This is an optimization exercise on Yosys and OpenROAD, whose aim is small area and a short achievable clock period, not a production implementation.
Only simulation tests tie the RTL to the original design; equivalence was not proved.

===== run.sh =====
#!/bin/bash
# synth_recipe.tcl (not shown) runs the flow's synth.tcl, then flattens the netlist and writes it again
# the make line also repeats each setting of config.mk as NAME=value (left out here)
make -C /OpenROAD-flow-scripts/flow DESIGN_CONFIG=/design/flow/config.mk WORK_HOME=/design/flow/orfs CLKGATE_MAP_FILE= SYNTH_SCRIPT=/design/flow/synth_recipe.tcl finish

===== constraint.sdc =====
create_clock -name core_clock -period 22.0 [get_ports {clk}]
set_input_delay 4.4000 -clock core_clock [delete_from_list [all_inputs] [get_ports {clk}]]
set_output_delay 4.4000 -clock core_clock [all_outputs]
set_load 0.01 [all_outputs]

===== config.mk =====
export PLATFORM = sky130hd
export DESIGN_NAME = DOUBLY_PIPELINE
export DESIGN_NICKNAME = DOUBLY_PIPELINE
export VERILOG_FILES = /design/flow/design.v
export SDC_FILE = /design/flow/constraint.sdc
export NUM_CORES = 4
export LEC_CHECK = 0
export CAP_MARGIN = 20
export CORE_MARGIN = 2
export CORE_UTILIZATION = 40
export CTS_CLUSTER_DIAMETER = 200
export CTS_CLUSTER_SIZE = 25
export GPL_TIMING_DRIVEN = 0
export SLEW_MARGIN = 20

===== design.v =====
module DOUBLY_PIPELINE(clk,xi,yi,r,ang,xf,yf);
input signed [15:0] xi,yi;
input clk;
output signed [15:0] r,ang;
output signed [15:0] xf,yf;
reg signed [15:0] xr, yr;
reg signed [15:0] a2,a3,a4,a5,a6,a7,a8;
reg signed [15:0] b2,b3,b4,b5,b6,b7;
reg        t2;
reg [1:0]  t3;
reg [2:0]  t4;
reg [3:0]  t5;
reg [4:0]  t6;
reg [5:0]  t7;
reg [5:0]  t8;
reg signed [15:0] x2,x3,x4,x5,x6,x7,x8;
reg signed [15:0] y2,y3,y4,y5,y6,y7,y8;
reg signed [15:0] r_q, xf_q, yf_q;
reg [13:0] ang_q;
reg svn2, svn3, svn4, svn5, svn6;         
reg dxn1, dxn2, dxn3, dxn4, dxn5, dxn6;   
wire [15:0] sc_r, sc_x, sc_y;
scale16 u_sr(.v(a8), .q(sc_r));
scale16 u_sx(.v(x8), .q(sc_x));
scale16 u_sy(.v(y8), .q(sc_y));
wire signed [15:0] a1, b1;
wire c_a1, c_b1;
add_skl16 u_a1(.a(xr), .b(yr), .cin(1'b0), .s(a1), .cout(c_a1));
add_skl16 u_b1(.a(yr), .b(~xr), .cin(1'b1), .s(b1), .cout(c_b1));
wire signed [15:0] sh_a2 = b1 >>> 1;
wire [15:0] n_a2; wire co_a2;
add_skl16 u_a2(.a(a1), .b(sh_a2 ^ {16{b1[15]}}), .cin(b1[15]), .s(n_a2), .cout(co_a2));
wire signed [15:0] sh_b2 = a1 >>> 1;
wire [15:0] n_b2; wire co_b2;
add_skl16 u_b2(.a(b1), .b(sh_b2 ^ {16{~b1[15]}}), .cin(~b1[15]), .s(n_b2), .cout(co_b2));
wire signed [15:0] sh_x2 = b1 >>> 1;
wire [15:0] n_x2; wire co_x2;
add_skl16 u_x2(.a(a1), .b(sh_x2 ^ {16{~dxn1}}), .cin(~dxn1), .s(n_x2), .cout(co_x2));
wire signed [15:0] sh_y2 = a1 >>> 1;
wire [15:0] n_y2; wire co_y2;
add_skl16 u_y2(.a(b1), .b(sh_y2 ^ {16{~t3[0]}}), .cin(~t3[0]), .s(n_y2), .cout(co_y2));
wire signed [15:0] sh_a3 = b2 >>> 2;
wire [15:0] n_a3; wire co_a3;
add_skl8 u_a3(.a(a2), .b(sh_a3 ^ {16{b2[15]}}), .cin(b2[15]), .s(n_a3), .cout(co_a3));
wire signed [15:0] sh_b3 = a2 >>> 2;
wire [15:0] n_b3; wire co_b3;
add_skl8 u_b3(.a(b2), .b(sh_b3 ^ {16{svn2}}), .cin(svn2), .s(n_b3), .cout(co_b3));
wire signed [15:0] sh_a4 = b3 >>> 3;
wire [15:0] n_a4; wire co_a4;
add_skl8 u_a4(.a(a3), .b(sh_a4 ^ {16{b3[15]}}), .cin(b3[15]), .s(n_a4), .cout(co_a4));
wire signed [15:0] sh_b4 = a3 >>> 3;
wire [15:0] n_b4; wire co_b4;
add_skl8 u_b4(.a(b3), .b(sh_b4 ^ {16{svn3}}), .cin(svn3), .s(n_b4), .cout(co_b4));
wire signed [15:0] sh_a5 = b4 >>> 4;
wire [15:0] n_a5; wire co_a5;
add_skl8 u_a5(.a(a4), .b(sh_a5 ^ {16{b4[15]}}), .cin(b4[15]), .s(n_a5), .cout(co_a5));
wire signed [15:0] sh_b5 = a4 >>> 4;
wire [15:0] n_b5; wire co_b5;
add_skl8 u_b5(.a(b4), .b(sh_b5 ^ {16{svn4}}), .cin(svn4), .s(n_b5), .cout(co_b5));
wire signed [15:0] sh_a6 = b5 >>> 5;
wire [15:0] n_a6; wire co_a6;
add_skl8 u_a6(.a(a5), .b(sh_a6 ^ {16{b5[15]}}), .cin(b5[15]), .s(n_a6), .cout(co_a6));
wire signed [15:0] sh_b6 = a5 >>> 5;
wire [15:0] n_b6; wire co_b6;
add_skl8 u_b6(.a(b5), .b(sh_b6 ^ {16{svn5}}), .cin(svn5), .s(n_b6), .cout(co_b6));
wire signed [15:0] sh_a7 = b6 >>> 6;
wire [15:0] n_a7; wire co_a7;
add_skl8 u_a7(.a(a6), .b(sh_a7 ^ {16{b6[15]}}), .cin(b6[15]), .s(n_a7), .cout(co_a7));
wire signed [15:0] sh_b7 = a6 >>> 6;
wire [15:0] n_b7; wire co_b7;
add_skl8 u_b7(.a(b6), .b(sh_b7 ^ {16{svn6}}), .cin(svn6), .s(n_b7), .cout(co_b7));
wire signed [15:0] sh_a8 = b7 >>> 7;
wire [15:0] n_a8; wire co_a8;
add_skl8 u_a8(.a(a7), .b(sh_a8 ^ {16{b7[15]}}), .cin(b7[15]), .s(n_a8), .cout(co_a8));
wire signed [15:0] sh_x3 = y2 >>> 2;
wire [15:0] n_x3; wire co_x3;
add_skl8 u_x3(.a(x2), .b(sh_x3 ^ {16{~dxn2}}), .cin(~dxn2), .s(n_x3), .cout(co_x3));
wire signed [15:0] sh_y3 = x2 >>> 2;
wire [15:0] n_y3; wire co_y3;
add_skl8 u_y3(.a(y2), .b(sh_y3 ^ {16{~t4[1]}}), .cin(~t4[1]), .s(n_y3), .cout(co_y3));
wire signed [15:0] sh_x4 = y3 >>> 3;
wire [15:0] n_x4; wire co_x4;
add_skl8 u_x4(.a(x3), .b(sh_x4 ^ {16{~dxn3}}), .cin(~dxn3), .s(n_x4), .cout(co_x4));
wire signed [15:0] sh_y4 = x3 >>> 3;
wire [15:0] n_y4; wire co_y4;
add_skl8 u_y4(.a(y3), .b(sh_y4 ^ {16{~t5[2]}}), .cin(~t5[2]), .s(n_y4), .cout(co_y4));
wire signed [15:0] sh_x5 = y4 >>> 4;
wire [15:0] n_x5; wire co_x5;
add_skl8 u_x5(.a(x4), .b(sh_x5 ^ {16{~dxn4}}), .cin(~dxn4), .s(n_x5), .cout(co_x5));
wire signed [15:0] sh_y5 = x4 >>> 4;
wire [15:0] n_y5; wire co_y5;
add_skl8 u_y5(.a(y4), .b(sh_y5 ^ {16{~t6[3]}}), .cin(~t6[3]), .s(n_y5), .cout(co_y5));
wire signed [15:0] sh_x6 = y5 >>> 5;
wire [15:0] n_x6; wire co_x6;
add_skl8 u_x6(.a(x5), .b(sh_x6 ^ {16{~dxn5}}), .cin(~dxn5), .s(n_x6), .cout(co_x6));
wire signed [15:0] sh_y6 = x5 >>> 5;
wire [15:0] n_y6; wire co_y6;
add_skl8 u_y6(.a(y5), .b(sh_y6 ^ {16{~t7[4]}}), .cin(~t7[4]), .s(n_y6), .cout(co_y6));
wire signed [15:0] sh_x7 = y6 >>> 6;
wire [15:0] n_x7; wire co_x7;
add_skl8 u_x7(.a(x6), .b(sh_x7 ^ {16{~dxn6}}), .cin(~dxn6), .s(n_x7), .cout(co_x7));
wire signed [15:0] sh_y7 = x6 >>> 6;
wire [15:0] n_y7; wire co_y7;
add_skl8 u_y7(.a(y6), .b(sh_y7 ^ {16{~t8[5]}}), .cin(~t8[5]), .s(n_y7), .cout(co_y7));
wire signed [15:0] sh_x8 = y7 >>> 7;
wire [15:0] n_x8; wire co_x8;
add_skl8 u_x8(.a(x7), .b(sh_x8 ^ {16{1'b1}}), .cin(1'b1), .s(n_x8), .cout(co_x8));
wire signed [15:0] sh_y8 = x7 >>> 7;
wire [15:0] n_y8; wire co_y8;
add_skl8 u_y8(.a(y7), .b(sh_y8 ^ {16{1'b0}}), .cin(1'b0), .s(n_y8), .cout(co_y8));
wire [13:0] ang_half = 14'd4928 - (t8[0] ? 14'd2657 : 14'd0) - (t8[1] ? 14'd1404 : 14'd0)
                     - (t8[2] ? 14'd713 : 14'd0) - (t8[3] ? 14'd358 : 14'd0)
                     - (t8[4] ? 14'd179 : 14'd0) - (t8[5] ? 14'd89 : 14'd0);
always @(posedge clk) begin
  xr <= xi;
  yr <= yi;
  a2 <= n_a2; b2 <= n_b2;
  a3 <= n_a3; b3 <= n_b3;
  a4 <= n_a4; b4 <= n_b4;
  a5 <= n_a5; b5 <= n_b5;
  a6 <= n_a6; b6 <= n_b6;
  a7 <= n_a7; b7 <= n_b7;
  a8 <= n_a8;
  t2 <= b1[15];
  t3 <= {b2[15], t2};
  t4 <= {b3[15], t3};
  t5 <= {b4[15], t4};
  t6 <= {b5[15], t5};
  t7 <= {b6[15], t6};
  t8 <= t7;
  x2 <= n_x2; y2 <= n_y2;
  x3 <= n_x3; y3 <= n_y3;
  x4 <= n_x4; y4 <= n_y4;
  x5 <= n_x5; y5 <= n_y5;
  x6 <= n_x6; y6 <= n_y6;
  x7 <= n_x7; y7 <= n_y7;
  x8 <= n_x8; y8 <= n_y8;
  r_q   <= sc_r;
  xf_q  <= sc_x;
  yf_q  <= sc_y;
  ang_q <= ang_half;
  svn2 <= ~n_b2[15];
  svn3 <= ~n_b3[15];
  svn4 <= ~n_b4[15];
  svn5 <= ~n_b5[15];
  svn6 <= ~n_b6[15];
  dxn1 <= ~t2;
  dxn2 <= ~t3[1];
  dxn3 <= ~t4[2];
  dxn4 <= ~t5[3];
  dxn5 <= ~t6[4];
  dxn6 <= ~t7[5];
end
assign r = r_q;
assign xf = xf_q;
assign yf = yf_q;
assign ang = {ang_q[13], ang_q, 1'b0};
endmodule
module add_skl16(input [15:0] a, b, input cin, output [15:0] s, output cout);
wire [15:0] p = a ^ b; wire [15:0] g = a & b;
wire gg0 = g[0] | (p[0] & cin);
wire gg1 = g[2] | (p[2] & g[1]); wire pp1 = p[2] & p[1];
wire gg2 = g[4] | (p[4] & g[3]); wire pp2 = p[4] & p[3];
wire gg3 = g[6] | (p[6] & g[5]); wire pp3 = p[6] & p[5];
wire gg4 = g[8] | (p[8] & g[7]); wire pp4 = p[8] & p[7];
wire gg5 = g[10] | (p[10] & g[9]); wire pp5 = p[10] & p[9];
wire gg6 = g[12] | (p[12] & g[11]); wire pp6 = p[12] & p[11];
wire gg7 = g[14] | (p[14] & g[13]); wire pp7 = p[14] & p[13];
wire gg8 = g[1] | (p[1] & gg0);
wire gg9 = gg1 | (pp1 & gg0);
wire gg10 = g[5] | (p[5] & gg2); wire pp10 = p[5] & pp2;
wire gg11 = gg3 | (pp3 & gg2); wire pp11 = pp3 & pp2;
wire gg12 = g[9] | (p[9] & gg4); wire pp12 = p[9] & pp4;
wire gg13 = gg5 | (pp5 & gg4); wire pp13 = pp5 & pp4;
wire gg14 = g[13] | (p[13] & gg6); wire pp14 = p[13] & pp6;
wire gg15 = gg7 | (pp7 & gg6); wire pp15 = pp7 & pp6;
wire gg16 = g[3] | (p[3] & gg9);
wire gg17 = gg2 | (pp2 & gg9);
wire gg18 = gg10 | (pp10 & gg9);
wire gg19 = gg11 | (pp11 & gg9);
wire gg20 = g[11] | (p[11] & gg13); wire pp20 = p[11] & pp13;
wire gg21 = gg6 | (pp6 & gg13); wire pp21 = pp6 & pp13;
wire gg22 = gg14 | (pp14 & gg13); wire pp22 = pp14 & pp13;
wire gg23 = gg15 | (pp15 & gg13); wire pp23 = pp15 & pp13;
wire gg24 = g[7] | (p[7] & gg19);
wire gg25 = gg4 | (pp4 & gg19);
wire gg26 = gg12 | (pp12 & gg19);
wire gg27 = gg13 | (pp13 & gg19);
wire gg28 = gg20 | (pp20 & gg19);
wire gg29 = gg21 | (pp21 & gg19);
wire gg30 = gg22 | (pp22 & gg19);
wire gg31 = gg23 | (pp23 & gg19);
wire gg32 = g[15] | (p[15] & gg31);
assign s[0] = p[0] ^ cin;
assign s[1] = p[1] ^ gg0;
assign s[2] = p[2] ^ gg8;
assign s[3] = p[3] ^ gg9;
assign s[4] = p[4] ^ gg16;
assign s[5] = p[5] ^ gg17;
assign s[6] = p[6] ^ gg18;
assign s[7] = p[7] ^ gg19;
assign s[8] = p[8] ^ gg24;
assign s[9] = p[9] ^ gg25;
assign s[10] = p[10] ^ gg26;
assign s[11] = p[11] ^ gg27;
assign s[12] = p[12] ^ gg28;
assign s[13] = p[13] ^ gg29;
assign s[14] = p[14] ^ gg30;
assign s[15] = p[15] ^ gg31;
assign cout = gg32;
endmodule
module add_skl8(input [15:0] a, b, input cin, output [15:0] s, output cout);
wire [15:0] p = a ^ b; wire [15:0] g = a & b;
wire gg0 = g[0] | (p[0] & cin);
wire gg1 = g[2] | (p[2] & g[1]); wire pp1 = p[2] & p[1];
wire gg2 = g[4] | (p[4] & g[3]); wire pp2 = p[4] & p[3];
wire gg3 = g[6] | (p[6] & g[5]); wire pp3 = p[6] & p[5];
wire gg4 = g[1] | (p[1] & gg0);
wire gg5 = gg1 | (pp1 & gg0);
wire gg6 = g[5] | (p[5] & gg2); wire pp6 = p[5] & pp2;
wire gg7 = gg3 | (pp3 & gg2); wire pp7 = pp3 & pp2;
wire gg8 = g[3] | (p[3] & gg5);
wire gg9 = gg2 | (pp2 & gg5);
wire gg10 = gg6 | (pp6 & gg5);
wire gg11 = gg7 | (pp7 & gg5);
wire gg12 = g[7] | (p[7] & gg11);
assign s[0] = p[0] ^ cin;
assign s[1] = p[1] ^ gg0;
assign s[2] = p[2] ^ gg4;
assign s[3] = p[3] ^ gg5;
assign s[4] = p[4] ^ gg8;
assign s[5] = p[5] ^ gg9;
assign s[6] = p[6] ^ gg10;
assign s[7] = p[7] ^ gg11;
wire [16:8] c; assign c[8] = gg12;
assign s[8] = a[8]^b[8]^c[8]; assign c[9] = (a[8]&b[8]) | (c[8]&(a[8]^b[8]));
assign s[9] = a[9]^b[9]^c[9]; assign c[10] = (a[9]&b[9]) | (c[9]&(a[9]^b[9]));
assign s[10] = a[10]^b[10]^c[10]; assign c[11] = (a[10]&b[10]) | (c[10]&(a[10]^b[10]));
assign s[11] = a[11]^b[11]^c[11]; assign c[12] = (a[11]&b[11]) | (c[11]&(a[11]^b[11]));
assign s[12] = a[12]^b[12]^c[12]; assign c[13] = (a[12]&b[12]) | (c[12]&(a[12]^b[12]));
assign s[13] = a[13]^b[13]^c[13]; assign c[14] = (a[13]&b[13]) | (c[13]&(a[13]^b[13]));
assign s[14] = a[14]^b[14]^c[14]; assign c[15] = (a[14]&b[14]) | (c[14]&(a[14]^b[14]));
assign s[15] = a[15]^b[15]^c[15]; assign c[16] = (a[15]&b[15]) | (c[15]&(a[15]^b[15]));
assign cout = c[16];
endmodule
module scale16(input [15:0] v, output [15:0] q);
wire [15:0] nv = ~v;
wire fs0 = v[13] ^ v[7]; wire fc0 = v[13] & v[7];
wire fs1 = v[14] ^ v[8] ^ v[5]; wire fc1 = (v[14] & v[8]) | (v[14] & v[5]) | (v[8] & v[5]);
wire fs2 = nv[12] ^ nv[10]; wire fc2 = nv[12] & nv[10];
wire fs3 = v[9] ^ v[6] ^ nv[15]; wire fc3 = (v[9] & v[6]) | (v[9] & nv[15]) | (v[6] & nv[15]);
wire fs4 = v[13] ^ v[11] ^ v[3]; wire fc4 = (v[13] & v[11]) | (v[13] & v[3]) | (v[11] & v[3]);
wire fs5 = v[10] ^ v[7] ^ nv[14]; wire fc5 = (v[10] & v[7]) | (v[10] & nv[14]) | (v[7] & nv[14]);
wire fs6 = nv[12] ^ nv[4]; wire fc6 = nv[12] & nv[4];
wire fs7 = v[15] ^ v[11] ^ v[8]; wire fc7 = (v[15] & v[11]) | (v[15] & v[8]) | (v[11] & v[8]);
wire fs8 = v[13] ^ v[5] ^ v[3]; wire fc8 = (v[13] & v[5]) | (v[13] & v[3]) | (v[5] & v[3]);
wire fs9 = v[12] ^ v[9] ^ nv[14]; wire fc9 = (v[12] & v[9]) | (v[12] & nv[14]) | (v[9] & nv[14]);
wire fs10 = nv[6] ^ nv[4]; wire fc10 = nv[6] & nv[4];
wire fs11 = v[15] ^ v[13] ^ v[10]; wire fc11 = (v[15] & v[13]) | (v[15] & v[10]) | (v[13] & v[10]);
wire fs12 = v[14] ^ v[11] ^ v[0]; wire fc12 = (v[14] & v[11]) | (v[14] & v[0]) | (v[11] & v[0]);
wire fs13 = v[12] ^ v[1]; wire fc13 = v[12] & v[1];
wire fs14 = v[13] ^ v[2] ^ v[0]; wire fc14 = (v[13] & v[2]) | (v[13] & v[0]) | (v[2] & v[0]);
wire fs15 = v[14] ^ v[3] ^ v[1]; wire fc15 = (v[14] & v[3]) | (v[14] & v[1]) | (v[3] & v[1]);
wire fs16 = v[15] ^ nv[11]; wire fc16 = v[15] & nv[11];
wire fs17 = v[4] ^ v[2] ^ nv[15]; wire fc17 = (v[4] & v[2]) | (v[4] & nv[15]) | (v[2] & nv[15]);
wire fs18 = v[5] ^ v[3]; wire fc18 = v[5] & v[3];
wire fs19 = v[6] ^ v[4]; wire fc19 = v[6] & v[4];
wire fs20 = v[11] ^ v[5] ^ v[2]; wire fc20 = (v[11] & v[5]) | (v[11] & v[2]) | (v[5] & v[2]);
wire fs21 = v[12] ^ v[6] ^ v[3]; wire fc21 = (v[12] & v[6]) | (v[12] & v[3]) | (v[6] & v[3]);
wire fs22 = nv[10] ^ nv[8]; wire fc22 = nv[10] & nv[8];
wire fs23 = fs0 ^ v[4] ^ nv[11]; wire fc23 = (fs0 & v[4]) | (fs0 & nv[11]) | (v[4] & nv[11]);
wire fs24 = v[9] ^ v[1] ^ v[15]; wire fc24 = (v[9] & v[1]) | (v[9] & v[15]) | (v[1] & v[15]);
wire fs25 = fc0 ^ fs1 ^ fs2; wire fc25 = (fc0 & fs1) | (fc0 & fs2) | (fs1 & fs2);
wire fs26 = v[2] ^ v[0] ^ ~1'b1; wire fc26 = (v[2] & v[0]) | (v[2] & ~1'b1) | (v[0] & ~1'b1);
wire fs27 = fc1 ^ fc2 ^ fs3; wire fc27 = (fc1 & fc2) | (fc1 & fs3) | (fc2 & fs3);
wire fs28 = fs4 ^ v[1] ^ ~1'b1; wire fc28 = (fs4 & v[1]) | (fs4 & ~1'b1) | (v[1] & ~1'b1);
wire fs29 = fc3 ^ fs5 ^ fs6; wire fc29 = (fc3 & fs5) | (fc3 & fs6) | (fs5 & fs6);
wire fs30 = fc4 ^ v[2] ^ ~1'b1; wire fc30 = (fc4 & v[2]) | (fc4 & ~1'b1) | (v[2] & ~1'b1);
wire fs31 = fc5 ^ fc6 ^ fs7; wire fc31 = (fc5 & fc6) | (fc5 & fs7) | (fc6 & fs7);
wire fs32 = fs8 ^ v[0] ^ ~1'b1; wire fc32 = (fs8 & v[0]) | (fs8 & ~1'b1) | (v[0] & ~1'b1);
wire fs33 = fc7 ^ fs9 ^ fs10; wire fc33 = (fc7 & fs9) | (fc7 & fs10) | (fs9 & fs10);
wire fs34 = fc8 ^ v[1] ^ ~1'b1; wire fc34 = (fc8 & v[1]) | (fc8 & ~1'b1) | (v[1] & ~1'b1);
wire fs35 = fc9 ^ fc10 ^ fs11; wire fc35 = (fc9 & fc10) | (fc9 & fs11) | (fc10 & fs11);
wire fs36 = v[7] ^ v[5] ^ v[2]; wire fc36 = (v[7] & v[5]) | (v[7] & v[2]) | (v[5] & v[2]);
wire fs37 = fc11 ^ fs12 ^ nv[8]; wire fc37 = (fc11 & fs12) | (fc11 & nv[8]) | (fs12 & nv[8]);
wire fs38 = v[6] ^ v[3] ^ ~1'b1; wire fc38 = (v[6] & v[3]) | (v[6] & ~1'b1) | (v[3] & ~1'b1);
wire fs39 = fc12 ^ fs13 ^ nv[15]; wire fc39 = (fc12 & fs13) | (fc12 & nv[15]) | (fs13 & nv[15]);
wire fs40 = v[9] ^ v[7] ^ v[4]; wire fc40 = (v[9] & v[7]) | (v[9] & v[4]) | (v[7] & v[4]);
wire fs41 = fc13 ^ fs14 ^ nv[10]; wire fc41 = (fc13 & fs14) | (fc13 & nv[10]) | (fs14 & nv[10]);
wire fs42 = v[8] ^ v[5] ^ ~1'b1; wire fc42 = (v[8] & v[5]) | (v[8] & ~1'b1) | (v[5] & ~1'b1);
wire fs43 = fc14 ^ fs15 ^ fs16; wire fc43 = (fc14 & fs15) | (fc14 & fs16) | (fs15 & fs16);
wire fs44 = v[9] ^ v[6] ^ ~1'b1; wire fc44 = (v[9] & v[6]) | (v[9] & ~1'b1) | (v[6] & ~1'b1);
wire fs45 = fc15 ^ fc16 ^ fs17; wire fc45 = (fc15 & fc16) | (fc15 & fs17) | (fc16 & fs17);
wire fs46 = v[12] ^ v[10] ^ v[7]; wire fc46 = (v[12] & v[10]) | (v[12] & v[7]) | (v[10] & v[7]);
wire fs47 = fc17 ^ fs18 ^ nv[13]; wire fc47 = (fc17 & fs18) | (fc17 & nv[13]) | (fs18 & nv[13]);
wire fs48 = v[11] ^ v[8] ^ ~1'b1; wire fc48 = (v[11] & v[8]) | (v[11] & ~1'b1) | (v[8] & ~1'b1);
wire fs49 = fc18 ^ fs19 ^ nv[14]; wire fc49 = (fc18 & fs19) | (fc18 & nv[14]) | (fs19 & nv[14]);
wire fs50 = v[12] ^ v[9] ^ ~1'b1; wire fc50 = (v[12] & v[9]) | (v[12] & ~1'b1) | (v[9] & ~1'b1);
wire fs51 = fc19 ^ v[15] ^ v[7]; wire fc51 = (fc19 & v[15]) | (fc19 & v[7]) | (v[15] & v[7]);
wire fs52 = nv[5] ^ v[13] ^ v[10]; wire fc52 = (nv[5] & v[13]) | (nv[5] & v[10]) | (v[13] & v[10]);
wire fs53 = v[8] ^ v[6] ^ nv[14]; wire fc53 = (v[8] & v[6]) | (v[8] & nv[14]) | (v[6] & nv[14]);
wire fs54 = nv[11] ^ 1'b1; wire fc54 = nv[11] & 1'b1;
wire fs55 = v[15] ^ v[9] ^ v[7]; wire fc55 = (v[15] & v[9]) | (v[15] & v[7]) | (v[9] & v[7]);
wire fs56 = v[10] ^ v[8]; wire fc56 = v[10] & v[8];
wire fs57 = v[11] ^ v[9]; wire fc57 = v[11] & v[9];
wire fs58 = fs20 ^ nv[9]; wire fc58 = fs20 & nv[9];
wire fs59 = fc20 ^ fs21 ^ fs22; wire fc59 = (fc20 & fs21) | (fc20 & fs22) | (fs21 & fs22);
wire fs60 = fc21 ^ fc22 ^ fs23; wire fc60 = (fc21 & fc22) | (fc21 & fs23) | (fc22 & fs23);
wire fs61 = fc23 ^ fs25 ^ ~fc24; wire fc61 = (fc23 & fs25) | (fc23 & ~fc24) | (fs25 & ~fc24);
wire fs62 = fc25 ^ fs27 ^ ~fc26; wire fc62 = (fc25 & fs27) | (fc25 & ~fc26) | (fs27 & ~fc26);
wire fs63 = fc27 ^ fs29 ^ ~fc28; wire fc63 = (fc27 & fs29) | (fc27 & ~fc28) | (fs29 & ~fc28);
wire fs64 = fc29 ^ fs31 ^ ~fc30; wire fc64 = (fc29 & fs31) | (fc29 & ~fc30) | (fs31 & ~fc30);
wire fs65 = fc31 ^ fs33 ^ ~fc32; wire fc65 = (fc31 & fs33) | (fc31 & ~fc32) | (fs33 & ~fc32);
wire fs66 = fc33 ^ fs35 ^ ~fc34; wire fc66 = (fc33 & fs35) | (fc33 & ~fc34) | (fs35 & ~fc34);
wire fs67 = fc35 ^ fs37 ^ ~fc36; wire fc67 = (fc35 & fs37) | (fc35 & ~fc36) | (fs37 & ~fc36);
wire fs68 = fc37 ^ fs39 ^ ~fc38; wire fc68 = (fc37 & fs39) | (fc37 & ~fc38) | (fs39 & ~fc38);
wire fs69 = fc39 ^ fs41 ^ ~fc40; wire fc69 = (fc39 & fs41) | (fc39 & ~fc40) | (fs41 & ~fc40);
wire fs70 = fc41 ^ fs43 ^ ~fc42; wire fc70 = (fc41 & fs43) | (fc41 & ~fc42) | (fs43 & ~fc42);
wire fs71 = fc43 ^ fs45 ^ ~fc44; wire fc71 = (fc43 & fs45) | (fc43 & ~fc44) | (fs45 & ~fc44);
wire fs72 = fc45 ^ fs47 ^ ~fc46; wire fc72 = (fc45 & fs47) | (fc45 & ~fc46) | (fs47 & ~fc46);
wire fs73 = fc47 ^ fs49 ^ ~fc48; wire fc73 = (fc47 & fs49) | (fc47 & ~fc48) | (fs49 & ~fc48);
wire fs74 = fc49 ^ fs51 ^ ~fc50; wire fc74 = (fc49 & fs51) | (fc49 & ~fc50) | (fs51 & ~fc50);
wire fs75 = fc51 ^ fs53 ^ fs54; wire fc75 = (fc51 & fs53) | (fc51 & fs54) | (fs53 & fs54);
wire fs76 = fc53 ^ fc54 ^ fs55; wire fc76 = (fc53 & fc54) | (fc53 & fs55) | (fc54 & fs55);
wire fs77 = fc55 ^ fs56 ^ nv[13]; wire fc77 = (fc55 & fs56) | (fc55 & nv[13]) | (fs56 & nv[13]);
wire fs78 = fc56 ^ fs57 ^ nv[14]; wire fc78 = (fc56 & fs57) | (fc56 & nv[14]) | (fs57 & nv[14]);
wire fs79 = fc57 ^ v[15] ^ v[12]; wire fc79 = (fc57 & v[15]) | (fc57 & v[12]) | (v[15] & v[12]);
wire fs80 = v[13] ^ v[11]; wire fc80 = v[13] & v[11];
wire fs81 = v[14] ^ v[12]; wire fc81 = v[14] & v[12];
wire fs82 = fs58 ^ nv[7]; wire fc82 = fs58 & nv[7];
wire fs83 = fc58 ^ fs59 ^ nv[0]; wire fc83 = (fc58 & fs59) | (fc58 & nv[0]) | (fs59 & nv[0]);
wire fs84 = fc59 ^ fs60 ^ ~fs24; wire fc84 = (fc59 & fs60) | (fc59 & ~fs24) | (fs60 & ~fs24);
wire fs85 = fc60 ^ fs61 ^ ~fs26; wire fc85 = (fc60 & fs61) | (fc60 & ~fs26) | (fs61 & ~fs26);
wire fs86 = fc61 ^ fs62 ^ ~fs28; wire fc86 = (fc61 & fs62) | (fc61 & ~fs28) | (fs62 & ~fs28);
wire fs87 = fc62 ^ fs63 ^ ~fs30; wire fc87 = (fc62 & fs63) | (fc62 & ~fs30) | (fs63 & ~fs30);
wire fs88 = fc63 ^ fs64 ^ ~fs32; wire fc88 = (fc63 & fs64) | (fc63 & ~fs32) | (fs64 & ~fs32);
wire fs89 = fc64 ^ fs65 ^ ~fs34; wire fc89 = (fc64 & fs65) | (fc64 & ~fs34) | (fs65 & ~fs34);
wire fs90 = fc65 ^ fs66 ^ ~fs36; wire fc90 = (fc65 & fs66) | (fc65 & ~fs36) | (fs66 & ~fs36);
wire fs91 = fc66 ^ fs67 ^ ~fs38; wire fc91 = (fc66 & fs67) | (fc66 & ~fs38) | (fs67 & ~fs38);
wire fs92 = fc67 ^ fs68 ^ ~fs40; wire fc92 = (fc67 & fs68) | (fc67 & ~fs40) | (fs68 & ~fs40);
wire fs93 = fc68 ^ fs69 ^ ~fs42; wire fc93 = (fc68 & fs69) | (fc68 & ~fs42) | (fs69 & ~fs42);
wire fs94 = fc69 ^ fs70 ^ ~fs44; wire fc94 = (fc69 & fs70) | (fc69 & ~fs44) | (fs70 & ~fs44);
wire fs95 = fc70 ^ fs71 ^ ~fs46; wire fc95 = (fc70 & fs71) | (fc70 & ~fs46) | (fs71 & ~fs46);
wire fs96 = fc71 ^ fs72 ^ ~fs48; wire fc96 = (fc71 & fs72) | (fc71 & ~fs48) | (fs72 & ~fs48);
wire fs97 = fc72 ^ fs73 ^ ~fs50; wire fc97 = (fc72 & fs73) | (fc72 & ~fs50) | (fs73 & ~fs50);
wire fs98 = fc73 ^ fs74 ^ ~fs52; wire fc98 = (fc73 & fs74) | (fc73 & ~fs52) | (fs74 & ~fs52);
wire fs99 = fc74 ^ fs75 ^ ~fc52; wire fc99 = (fc74 & fs75) | (fc74 & ~fc52) | (fs75 & ~fc52);
wire fs100 = fc75 ^ fs76 ^ nv[12]; wire fc100 = (fc75 & fs76) | (fc75 & nv[12]) | (fs76 & nv[12]);
wire fs101 = fc76 ^ fs77 ^ 1'b1; wire fc101 = (fc76 & fs77) | (fc76 & 1'b1) | (fs77 & 1'b1);
wire fs102 = fc77 ^ fs78 ^ 1'b1; wire fc102 = (fc77 & fs78) | (fc77 & 1'b1) | (fs78 & 1'b1);
wire fs103 = fc78 ^ fs79 ^ v[10]; wire fc103 = (fc78 & fs79) | (fc78 & v[10]) | (fs79 & v[10]);
wire fs104 = fc79 ^ fs80 ^ 1'b1; wire fc104 = (fc79 & fs80) | (fc79 & 1'b1) | (fs80 & 1'b1);
wire fs105 = fc80 ^ fs81 ^ 1'b1; wire fc105 = (fc80 & fs81) | (fc80 & 1'b1) | (fs81 & 1'b1);
wire fs106 = fc81 ^ v[13] ^ nv[15]; wire fc106 = (fc81 & v[13]) | (fc81 & nv[15]) | (v[13] & nv[15]);
wire fs107 = v[14] ^ 1'b1; wire fc107 = v[14] & 1'b1;
wire [27:0] ra = {1'b1, fc107, fc106, fc105, fc104, fc103, fc102, fc101, fc100, fc99, fc98, fc97, fc96, fc95, fc94, fc93, fc92, fc91, fc90, fc89, fc88, fc87, fc86, fc85, fc84, fc83, fc82, fs82};
wire [27:0] rb = {1'b0, nv[15], fs107, fs106, fs105, fs104, fs103, fs102, fs101, fs100, fs99, fs98, fs97, fs96, fs95, fs94, fs93, fs92, fs91, fs90, fs89, fs88, fs87, fs86, fs85, fs84, fs83, 1'b1};
wire [27:0] rs; wire rco;
scale16_fin u_fin(.a(ra), .b(rb), .cin(1'b0), .s(rs), .cout(rco));
assign q = rs[27:12];
endmodule
module scale16_fin(input [27:0] a, b, input cin, output [27:0] s, output cout);
wire [27:0] p = a ^ b; wire [27:0] g = a & b;
wire gg0 = g[0] | (p[0] & cin);
wire gg1 = g[2] | (p[2] & g[1]); wire pp1 = p[2] & p[1];
wire gg2 = g[4] | (p[4] & g[3]); wire pp2 = p[4] & p[3];
wire gg3 = g[6] | (p[6] & g[5]); wire pp3 = p[6] & p[5];
wire gg4 = g[8] | (p[8] & g[7]); wire pp4 = p[8] & p[7];
wire gg5 = g[10] | (p[10] & g[9]); wire pp5 = p[10] & p[9];
wire gg6 = g[12] | (p[12] & g[11]); wire pp6 = p[12] & p[11];
wire gg7 = g[14] | (p[14] & g[13]); wire pp7 = p[14] & p[13];
wire gg8 = g[16] | (p[16] & g[15]); wire pp8 = p[16] & p[15];
wire gg9 = g[18] | (p[18] & g[17]); wire pp9 = p[18] & p[17];
wire gg10 = g[20] | (p[20] & g[19]); wire pp10 = p[20] & p[19];
wire gg11 = g[22] | (p[22] & g[21]); wire pp11 = p[22] & p[21];
wire gg12 = g[24] | (p[24] & g[23]); wire pp12 = p[24] & p[23];
wire gg13 = g[26] | (p[26] & g[25]); wire pp13 = p[26] & p[25];
wire gg14 = g[1] | (p[1] & gg0);
wire gg15 = gg1 | (pp1 & gg0);
wire gg16 = g[5] | (p[5] & gg2); wire pp16 = p[5] & pp2;
wire gg17 = gg3 | (pp3 & gg2); wire pp17 = pp3 & pp2;
wire gg18 = g[9] | (p[9] & gg4); wire pp18 = p[9] & pp4;
wire gg19 = gg5 | (pp5 & gg4); wire pp19 = pp5 & pp4;
wire gg20 = g[13] | (p[13] & gg6); wire pp20 = p[13] & pp6;
wire gg21 = gg7 | (pp7 & gg6); wire pp21 = pp7 & pp6;
wire gg22 = g[17] | (p[17] & gg8); wire pp22 = p[17] & pp8;
wire gg23 = gg9 | (pp9 & gg8); wire pp23 = pp9 & pp8;
wire gg24 = g[21] | (p[21] & gg10); wire pp24 = p[21] & pp10;
wire gg25 = gg11 | (pp11 & gg10); wire pp25 = pp11 & pp10;
wire gg26 = g[25] | (p[25] & gg12); wire pp26 = p[25] & pp12;
wire gg27 = gg13 | (pp13 & gg12); wire pp27 = pp13 & pp12;
wire gg28 = g[3] | (p[3] & gg15);
wire gg29 = gg2 | (pp2 & gg15);
wire gg30 = gg16 | (pp16 & gg15);
wire gg31 = gg17 | (pp17 & gg15);
wire gg32 = g[11] | (p[11] & gg19); wire pp32 = p[11] & pp19;
wire gg33 = gg6 | (pp6 & gg19); wire pp33 = pp6 & pp19;
wire gg34 = gg20 | (pp20 & gg19); wire pp34 = pp20 & pp19;
wire gg35 = gg21 | (pp21 & gg19); wire pp35 = pp21 & pp19;
wire gg36 = g[19] | (p[19] & gg23); wire pp36 = p[19] & pp23;
wire gg37 = gg10 | (pp10 & gg23); wire pp37 = pp10 & pp23;
wire gg38 = gg24 | (pp24 & gg23); wire pp38 = pp24 & pp23;
wire gg39 = gg25 | (pp25 & gg23); wire pp39 = pp25 & pp23;
wire gg40 = g[27] | (p[27] & gg27); wire pp40 = p[27] & pp27;
wire gg41 = g[7] | (p[7] & gg31);
wire gg42 = gg4 | (pp4 & gg31);
wire gg43 = gg18 | (pp18 & gg31);
wire gg44 = gg19 | (pp19 & gg31);
wire gg45 = gg32 | (pp32 & gg31);
wire gg46 = gg33 | (pp33 & gg31);
wire gg47 = gg34 | (pp34 & gg31);
wire gg48 = gg35 | (pp35 & gg31);
wire gg49 = g[23] | (p[23] & gg39); wire pp49 = p[23] & pp39;
wire gg50 = gg12 | (pp12 & gg39); wire pp50 = pp12 & pp39;
wire gg51 = gg26 | (pp26 & gg39); wire pp51 = pp26 & pp39;
wire gg52 = gg27 | (pp27 & gg39); wire pp52 = pp27 & pp39;
wire gg53 = gg40 | (pp40 & gg39); wire pp53 = pp40 & pp39;
wire gg54 = g[15] | (p[15] & gg48);
wire gg55 = gg8 | (pp8 & gg48);
wire gg56 = gg22 | (pp22 & gg48);
wire gg57 = gg23 | (pp23 & gg48);
wire gg58 = gg36 | (pp36 & gg48);
wire gg59 = gg37 | (pp37 & gg48);
wire gg60 = gg38 | (pp38 & gg48);
wire gg61 = gg39 | (pp39 & gg48);
wire gg62 = gg49 | (pp49 & gg48);
wire gg63 = gg50 | (pp50 & gg48);
wire gg64 = gg51 | (pp51 & gg48);
wire gg65 = gg52 | (pp52 & gg48);
wire gg66 = gg53 | (pp53 & gg48);
assign s[0] = p[0] ^ cin;
assign s[1] = p[1] ^ gg0;
assign s[2] = p[2] ^ gg14;
assign s[3] = p[3] ^ gg15;
assign s[4] = p[4] ^ gg28;
assign s[5] = p[5] ^ gg29;
assign s[6] = p[6] ^ gg30;
assign s[7] = p[7] ^ gg31;
assign s[8] = p[8] ^ gg41;
assign s[9] = p[9] ^ gg42;
assign s[10] = p[10] ^ gg43;
assign s[11] = p[11] ^ gg44;
assign s[12] = p[12] ^ gg45;
assign s[13] = p[13] ^ gg46;
assign s[14] = p[14] ^ gg47;
assign s[15] = p[15] ^ gg48;
assign s[16] = p[16] ^ gg54;
assign s[17] = p[17] ^ gg55;
assign s[18] = p[18] ^ gg56;
assign s[19] = p[19] ^ gg57;
assign s[20] = p[20] ^ gg58;
assign s[21] = p[21] ^ gg59;
assign s[22] = p[22] ^ gg60;
assign s[23] = p[23] ^ gg61;
assign s[24] = p[24] ^ gg62;
assign s[25] = p[25] ^ gg63;
assign s[26] = p[26] ^ gg64;
assign s[27] = p[27] ^ gg65;
assign cout = gg66;
endmodule

==> run notes, run 1 <==
The flow ran to the end and the layout has no timing, DRC or antenna violations. The area of the die is 97,200 um^2. The average via count per standard cell is 4.34. The number of hold violations in the final report is 0. The area growth from synthesis to layout is 8.47%. The run gives 26 as the maximum number of pins on one net before global-route repair.

The clock latency on the worst-skew pair was 610 ps. The routed design could run at a clock period as short as 6490 ps. Setup repair after global routing left no endpoint under its margin. The wire length per cell after detailed routing came out at 13.6 um. After the first detailed-routing iteration, the DRC count stood at 512. In the final timing run, aggregate negative setup slack is 0 ps. Among all flip-flop cells after synthesis, the most frequent one is sky130_fd_sc_hd__dfxtp_1.

The run gives 1 as the count of synthesis-stage warnings from yosys. The number of different library cells used by synthesis comes to 66. The number of gates resized after CTS was 0. The root buffer cell chosen for the clock tree is sky130_fd_sc_hd__clkbuf_16. The net count of the finished layout is 4,583. The largest fanout of any net on the critical path was 10; the share of flip-flops with an asynchronous set or reset after synthesis was 0. Data on the critical path arrives at its endpoint at 6990 ps. The post-synthesis register bit count is 557. The tools report the type of element launching the critical path as a register. The number of cells after detailed placement is 4,854, and the residual antenna-violating net count after detailed routing is 0. The finished layout holds 4,884 standard cells, fillers aside.

At the worst endpoint, the required time is 22,500 ps. The total clock sinks was 557. By area the synthesized netlist is led by sky130_fd_sc_hd__dfxtp_1 (29%), sky130_fd_sc_hd__fa_1 (24%), sky130_fd_sc_hd__ha_1 (15%). Area share of the largest cell type after synthesis: 0.294. The number of flops mapped to enable cells by yosys is 0, and the routed wire length is 66.4 mm.

For this design the top-level I/O count stands at 97. The run gives 11,200 um^2 as the sequential cell area. Buffers inserted during clock tree synthesis total 26. The count of maximum capacitance violations is 0. The synthesized design spends more area on one cell type than any other, namely sky130_fd_sc_hd__dfxtp_1. For the post-synth net total, the log shows 4,460. The synthesized area per cell came out at 10.8 um^2. The number of buffers on the longest clock path came out at 3.

The tools report the critical path capture point type as a register. The worst relative slew slack is 0.428, and the number of port buffers is 95. For the number of antenna violations at the first check in global routing, the log shows 0. The hold buffer count at cts was 0. The first global-routing pass estimated 114 mm of wire. For this run, design rule violations remaining after detail routing come to 0. After global routing the overflow that remains totals 0. Clock transition at the register clock pins on the worst setup and hold paths after CTS: 100 ps. The transition time of the tightest slew-check pin came out at 855 ps. The mapped netlist covers 37,900 um^2.

The die extent in y came out at 312 um. The multi-input combinational cells in the finished layout cover a total of 23,400 um^2. TritonCTS built the clock tree. The tools report the final-report max-slew violation count as 0.

The site row count was 112. The placer congestion estimate is 0.886. The effective utilization at floorplan was 0.405; the largest clock skew in the final design was 24.7 ps. 0 antenna diodes ended up in the layout. Counting the fill cells in the layout gives 9,116. The die span in x is 312 um, and the floorplan core area is 93,600 um^2. The logs give 0.294 for the register area share after synthesis and 23,091 for the number of global-route vias before repair. By startpoint and endpoint, the worst setup path is classified as reg -> reg. The part of the cycle the worst path needs was 0.295. Once the clock tree was built, the setup fixing pass inserted 0 buffers.

The path class of the tightest hold or removal check is reg -> reg. The first TritonRoute pass finished after 4 iterations. The via total after detailed routing was 21,182; the total track usage was 0.143. sky130_fd_sc_hd__inv_1 is the most common cell in the netlist. The highest clock frequency the design can meet was 154 MHz; the placed wire-length estimate was 56.7 mm. For the count of mapped cells out of synthesis, the log shows 3,505. The fraction of layout instances using a drive strength above 1 is 0.0187.

By count the netlist is led by sky130_fd_sc_hd__inv_1 (832), sky130_fd_sc_hd__dfxtp_1 (557), sky130_fd_sc_hd__fa_1 (462), sky130_fd_sc_hd__ha_1 (460), sky130_fd_sc_hd__xnor2_1 (270). Setup violations remaining at the end of the flow were counted as 0. The number of H-tree levels came out at 1.
==> cells in the final DEF (no fill, tap or decap), drive strengths merged, types with 7 or more instances in the layout <==
cell and instances:
clkbuf 48, or2 7, ha 460, a31oi 8
buf 23, nand2 21, xnor2 270, inv 834
nand3 25, xor2 248, o21a 37, nor2 105
nor2b 35, a211oi 7, o21ai 35, o21bai 14
a21o 88, fa 462, mux2i 12, nand2b 14
mux2 12, o31ai 8, dfxtp 557, clkdlybuf4s50 95
nor3 36, a21oi 102
==> area by class of cell <==
cell class | instances | area share
Timing Repair Buffer | 95 | 0.0231
Tap cell | 1254 | 0.0382
Clock inverter | 3 | 0.000883
Clock buffer | 27 | 0.0159
Sequential cell | 557 | 0.271
Inverter | 832 | 0.0760
Buffer | 44 | 0.00445
Multi-Input combinational cell | 2072 | 0.570
==> critical path, stage by stage, from the launching register on <==
cell	delay, ps
sky130_fd_sc_hd__dfxtp_1	320
sky130_fd_sc_hd__clkbuf_1	420
sky130_fd_sc_hd__clkbuf_1	580
sky130_fd_sc_hd__xnor2_1	200
sky130_fd_sc_hd__ha_1	350
sky130_fd_sc_hd__a21o_1	170
sky130_fd_sc_hd__a21oi_1	80
sky130_fd_sc_hd__inv_1	60
sky130_fd_sc_hd__a21oi_1	100
sky130_fd_sc_hd__nor2b_1	160
sky130_fd_sc_hd__o21a_1	150
sky130_fd_sc_hd__nor2_1	60
sky130_fd_sc_hd__fa_1	420
sky130_fd_sc_hd__fa_1	440
sky130_fd_sc_hd__fa_1	440
sky130_fd_sc_hd__fa_1	430
sky130_fd_sc_hd__fa_1	430
sky130_fd_sc_hd__fa_1	440
sky130_fd_sc_hd__fa_1	430
sky130_fd_sc_hd__fa_1	420
sky130_fd_sc_hd__xnor2_1	140
sky130_fd_sc_hd__xnor2_1	140
==> metal layers <==
metal	routed length, um	part of all wire	vias up	track usage
met1	29500	0.44	9992	0.177
met3	1720	0.026	75	0.0164
li1	-	-	10912	-
met5	0	0	-	0
met2	33500	0.51	203	0.263
met4	1630	0.024	0	0.0341
==> worst paths after layout <==
| path | to | from | cells past startpoint | slack (ps) |
|---|---|---|---|---|
| max | x3[15] | dxn2 | 21 | 15510 |
| min | t8[0] | t7[0] | 0 | 320 |
| max reg2reg | x3[15] | dxn2 | 21 | 15510 |
| min reg2reg | t8[0] | t7[0] | 0 | 320 |
==> kinds of logic after synthesis <==
group / count (synthesis) / share of synthesized area
flip-flops: 557 / 0.294
AO/OA/AOI/OAI: 331 / 0.0598
XOR/XNOR: 518 / 0.120
buffers and inverters: 876 / 0.0873
other: 1 / 0.0000990
multiplexers: 24 / 0.00674
adder cells (fa/ha/maj): 922 / 0.396
AND/OR/NAND/NOR: 276 / 0.0360
==> per-stage QoR <==
stage | hold WS [ps] | setup slack, ps | cell area, um^2 | util
floorplan | 310 | 16180 | 37900 | -
detailed placement | 312 | 15490 | 40400 | 0.432
CTS | 331 | 15470 | 41100 | 0.439
finish | 325 | 15510 | 41100 | 0.439
global placement | 311 | 15510 | 40400 | 0.432
global route | 343 | 15200 | 41100 | 0.439
==> run 2: changes to the inputs <==
--- a/config.mk
+++ b/config.mk
@@ -11,4 +11,3 @@
 export CTS_CLUSTER_DIAMETER = 200
 export CTS_CLUSTER_SIZE = 25
-export GPL_TIMING_DRIVEN = 0
 export SLEW_MARGIN = 20
==> run notes, run 2 <==
The flow ran to the end and the layout has no timing, DRC or antenna violations. For the count of pins on the block boundary, the log shows 97 (unchanged). Die span in x: 312 um (unchanged). The floorplan core area was 93,600 um^2 (unchanged).

The run gives 595 (+16%) as the initial detailed-routing violation count. The count of unresolved DRC violations after routing was 0 (unchanged); the die extent in y was 312 um (unchanged). The count of synthesis-stage warnings from yosys is 1 (unchanged).

The run gives 0 (unchanged) as the final-report max-slew violation count. The count of unique library cells instantiated by Yosys was 66 (unchanged). In the layout the commonest cells are sky130_fd_sc_hd__inv_1 (832), sky130_fd_sc_hd__dfxtp_1 (557), sky130_fd_sc_hd__fa_1 (462). Delay of the slowest critical-path stage: 610 ps (+30 ps). Setup repair after global routing left no endpoint under its margin. For the site row count, the log shows 112 (unchanged).

In this design, the critical path's most frequently occurring cell is sky130_fd_sc_hd__fa_1. The maximum number of pins on one net before global-route repair came out at 33 (+27%). The run gives 22,490 ps (about the same) as the required time of the critical path. The most common cell after layout, fill and taps aside was sky130_fd_sc_hd__inv_1. The cell depth of the worst hold path was 0 (unchanged). The number of antenna violations at the first check in global routing was 0 (unchanged). The part of the cycle the worst path needs is 0.277 (-0.0178).

The post-route minimum period works out to 6090 ps (-392 ps). The wire length of the first global-routing pass is 111 mm (-2.4%). Among cell families on the critical path, the largest total delay comes from adder cells. The largest clock skew in the final design is 17.5 ps (-7.18 ps). The wire length per cell after detailed routing was 13.4 um (-1.3%). Placed wire-length estimate: 55.8 mm (-1.6%).

The highest clock frequency the design can meet came out at 164 MHz (+6.4%). The buffering stage count on the worst path with inverters included is 3 (unchanged), and the largest fanout of any net on the critical path is 8 (-2). The total clock buffers created by CTS came out at 26 (unchanged).

The logs give 0 ps (unchanged) for the final sum of negative setup slack and 0 (unchanged) for the post-CTS setup repair buffer count. The logs give 0 (unchanged) for the count of maximum capacitance violations and 37,900 um^2 (unchanged) for the synthesized area. The hold buffer count at cts was 0 (unchanged); the total track usage was 0.139 (-0.00425). The share of flip-flops with an asynchronous set or reset after synthesis is 0 (unchanged), and the clock transition at the register clock pins on the worst setup and hold paths after CTS is 90 ps (about the same). In this run the worst hold path is classified as reg -> reg. The average via count per standard cell was 4.33 (-0.22%); the register area share after synthesis was 0.294 (unchanged). The tools report the via total after detailed routing as 20,954 (-1.1%).

The most common cell in the synthesized netlist is sky130_fd_sc_hd__inv_1. Number of buffers on the longest clock path: 3 (unchanged). Cell at the root of the clock tree: sky130_fd_sc_hd__clkbuf_16.

The worst relative slew slack came out at 0.361 (-0.0674). The area share of the largest cell type after synthesis was 0.294 (unchanged). The critical-path cell with the highest stage delay is sky130_fd_sc_hd__dfxtp_1. The fraction of layout instances using a drive strength above 1 is 0.0173 (-0.00145). The area of the die is 97,200 um^2 (unchanged).

The placer congestion estimate was 0.857 (-3.3%). STA classifies the critical path startpoint as a register. The synthesized area per cell came out at 10.8 um^2 (unchanged). The tools report the residual antenna-violating net count after detailed routing as 0 (unchanged). The primary flip-flop cell chosen by synthesis mapping was sky130_fd_sc_hd__dfxtp_1. STA classifies the critical path endpoint as a register. The count of mapped cells out of synthesis was 3,505 (unchanged). The number of cells on the critical path was 19 (-9.5%).

The tools report the total clock sinks as 557 (unchanged). Dominant cell type by area after synthesis: sky130_fd_sc_hd__dfxtp_1. The post-cts resize count is 0 (unchanged), and the cell count of the worst reg-to-reg path is 19 (-9.5%). Number of search-and-repair iterations in the first detailed-routing pass: 5 (+1).

The number of flops mapped to enable cells by yosys is 0 (unchanged). The number of inserted filler cells in the final layout is 9,067 (-0.54%). The logs give 23,400 um^2 (unchanged) for the area used by multi-input combinational logic and 22,754 (-1.5%) for the number of global-route vias before repair.

The area added between synthesis and finish is 8.07%. The tools report the number of H-tree levels as 1 (unchanged). The kind of critical path was reg -> reg. The post-synth net total is 4,460 (unchanged).

The run gives 15,910 ps (+390 ps) as the register-to-register path setup slack. Effective utilization at floorplan: 0.405 (unchanged). Traced cell by cell, the critical path runs through inv_1 -> fa_1 -> inv_1 -> fa_1 -> fa_1 -> inv_1 -> fa_1 -> ha_1 -> a21o_1 -> a21oi_1 -> nand3b_1 -> a211oi_1 -> a211oi_1 -> a211oi_1 -> o31ai_1 -> a21oi_1 -> nand3b_1 -> nand3b_1 -> xor2_1.

The transition time of the tightest slew-check pin came out at 957 ps (+103 ps). Number of port buffers: 95 (unchanged). The commonest cells after synthesis are sky130_fd_sc_hd__inv_1 (832), sky130_fd_sc_hd__dfxtp_1 (557), sky130_fd_sc_hd__fa_1 (462), sky130_fd_sc_hd__ha_1 (460), sky130_fd_sc_hd__xnor2_1 (270). The number of hold violations in the final report is 0 (unchanged), and the clock latency on the worst-skew pair is 600 ps (about the same). The routed wire length came out at 65.0 mm (-2.1%). TritonCTS built the clock tree. The tools report the sequential cell area as 11,200 um^2 (unchanged). The worst path arrival time came out at 6580 ps (-410 ps). The aggregate global routing overflow was 0 (unchanged); the worst hold slack after final layout was 334 ps (+9.48 ps).

The post-synthesis register bit count was 557 (unchanged). Ranked by total cell area, the synthesized netlist is headed by sky130_fd_sc_hd__dfxtp_1 (29%), sky130_fd_sc_hd__fa_1 (24%), sky130_fd_sc_hd__ha_1 (15%). The total number of nets in the final design is 4,542 (-0.89%). The diode insertion count for antenna repair is 0 (unchanged). The final number of setup-violating endpoints was 0 (unchanged).
## run 2: cells by family (layout without fill, tap and decap cells)
logic type,count (synthesis),after routing,share of synthesized area
AO/OA/AOI/OAI,331,331,0.0598
XOR/XNOR,518,518,0.120
adder cells (fa/ha/maj),922,922,0.396
buffers and inverters,876,959,0.0873
flip-flops,557,557,0.294
multiplexers,24,24,0.00674
other,1,1,0.0000990
AND/OR/NAND/NOR,276,276,0.0360
## run 2: path summary, 6_finish.rpt
check | from | to
max reg2reg | a8[15] | r_q[14]
max | a8[15] | r_q[14]
min reg2reg | t5[0] | t6[0]
min | t5[0] | t6[0]
## run 2: area by class of cell
class / count / area share
clock inverter: 1 / 0.000489
clock buffer: 28 / 0.0166
inverter: 832 / 0.0763
sequential: 557 / 0.272
timing repair buffer: 98 / 0.0238
multi-input combinational: 2072 / 0.572
tap: 1254 / 0.0383
## run 2: stage by stage
stage	cells	setup WS [ps]	instance area (um^2)	util
6_report	4842	15910	40900	0.437
3_3_place_gp	4813	15970	40200	0.430
4_1_cts	4842	15850	40900	0.437
2_1_floorplan	3505	16180	37900	-
5_1_grt	4842	15440	40900	0.437
3_5_place_dp	4813	15890	40200	0.430
## run 2: metal layers
metal | track usage | part of all wire | vias to the layer above
met4 | 0.0285 | 0.021 | 0
met5 | 0 | 0 | -
met1 | 0.173 | 0.45 | 9879
met3 | 0.0158 | 0.024 | 60
met2 | 0.256 | 0.50 | 186
li1 | - | - | 10829

afterwards: timing with drivers on the ports:
In the flow no input, the clock included, has a driving cell. The finished layouts below were timed again as built, in two steps.
Step 1 (the two cells are an assumption about what drives the block):
set clk [get_ports {clk}]
set_driving_cell -lib_cell sky130_fd_sc_hd__clkbuf_16 $clk
set_driving_cell -lib_cell sky130_fd_sc_hd__buf_2 [delete_from_list [all_inputs] $clk]
Step 2 adds t to the input delays and takes it off the output delays; t is the mean of the earliest and latest rising clock arrival at the registers after step 1. Input paths then give back, and output paths get back, about the clock's delay inside the block.
a / b / c = ideal ports / drivers / drivers and shift; a / b = the first two.
| run | shift t [ns] | setup slack, ns | worst setup path after step 2 | worst data-port slew with drivers (ns) |
|---|---|---|---|---|
| run 1 | 0.662 | 15.513 / 15.513 / 15.513 | register to register | 0.05 |
| run 2 | 0.653 | 15.905 / 15.905 / 15.905 | register to register | 0.05 |
After both steps every run listed still meets setup and hold.
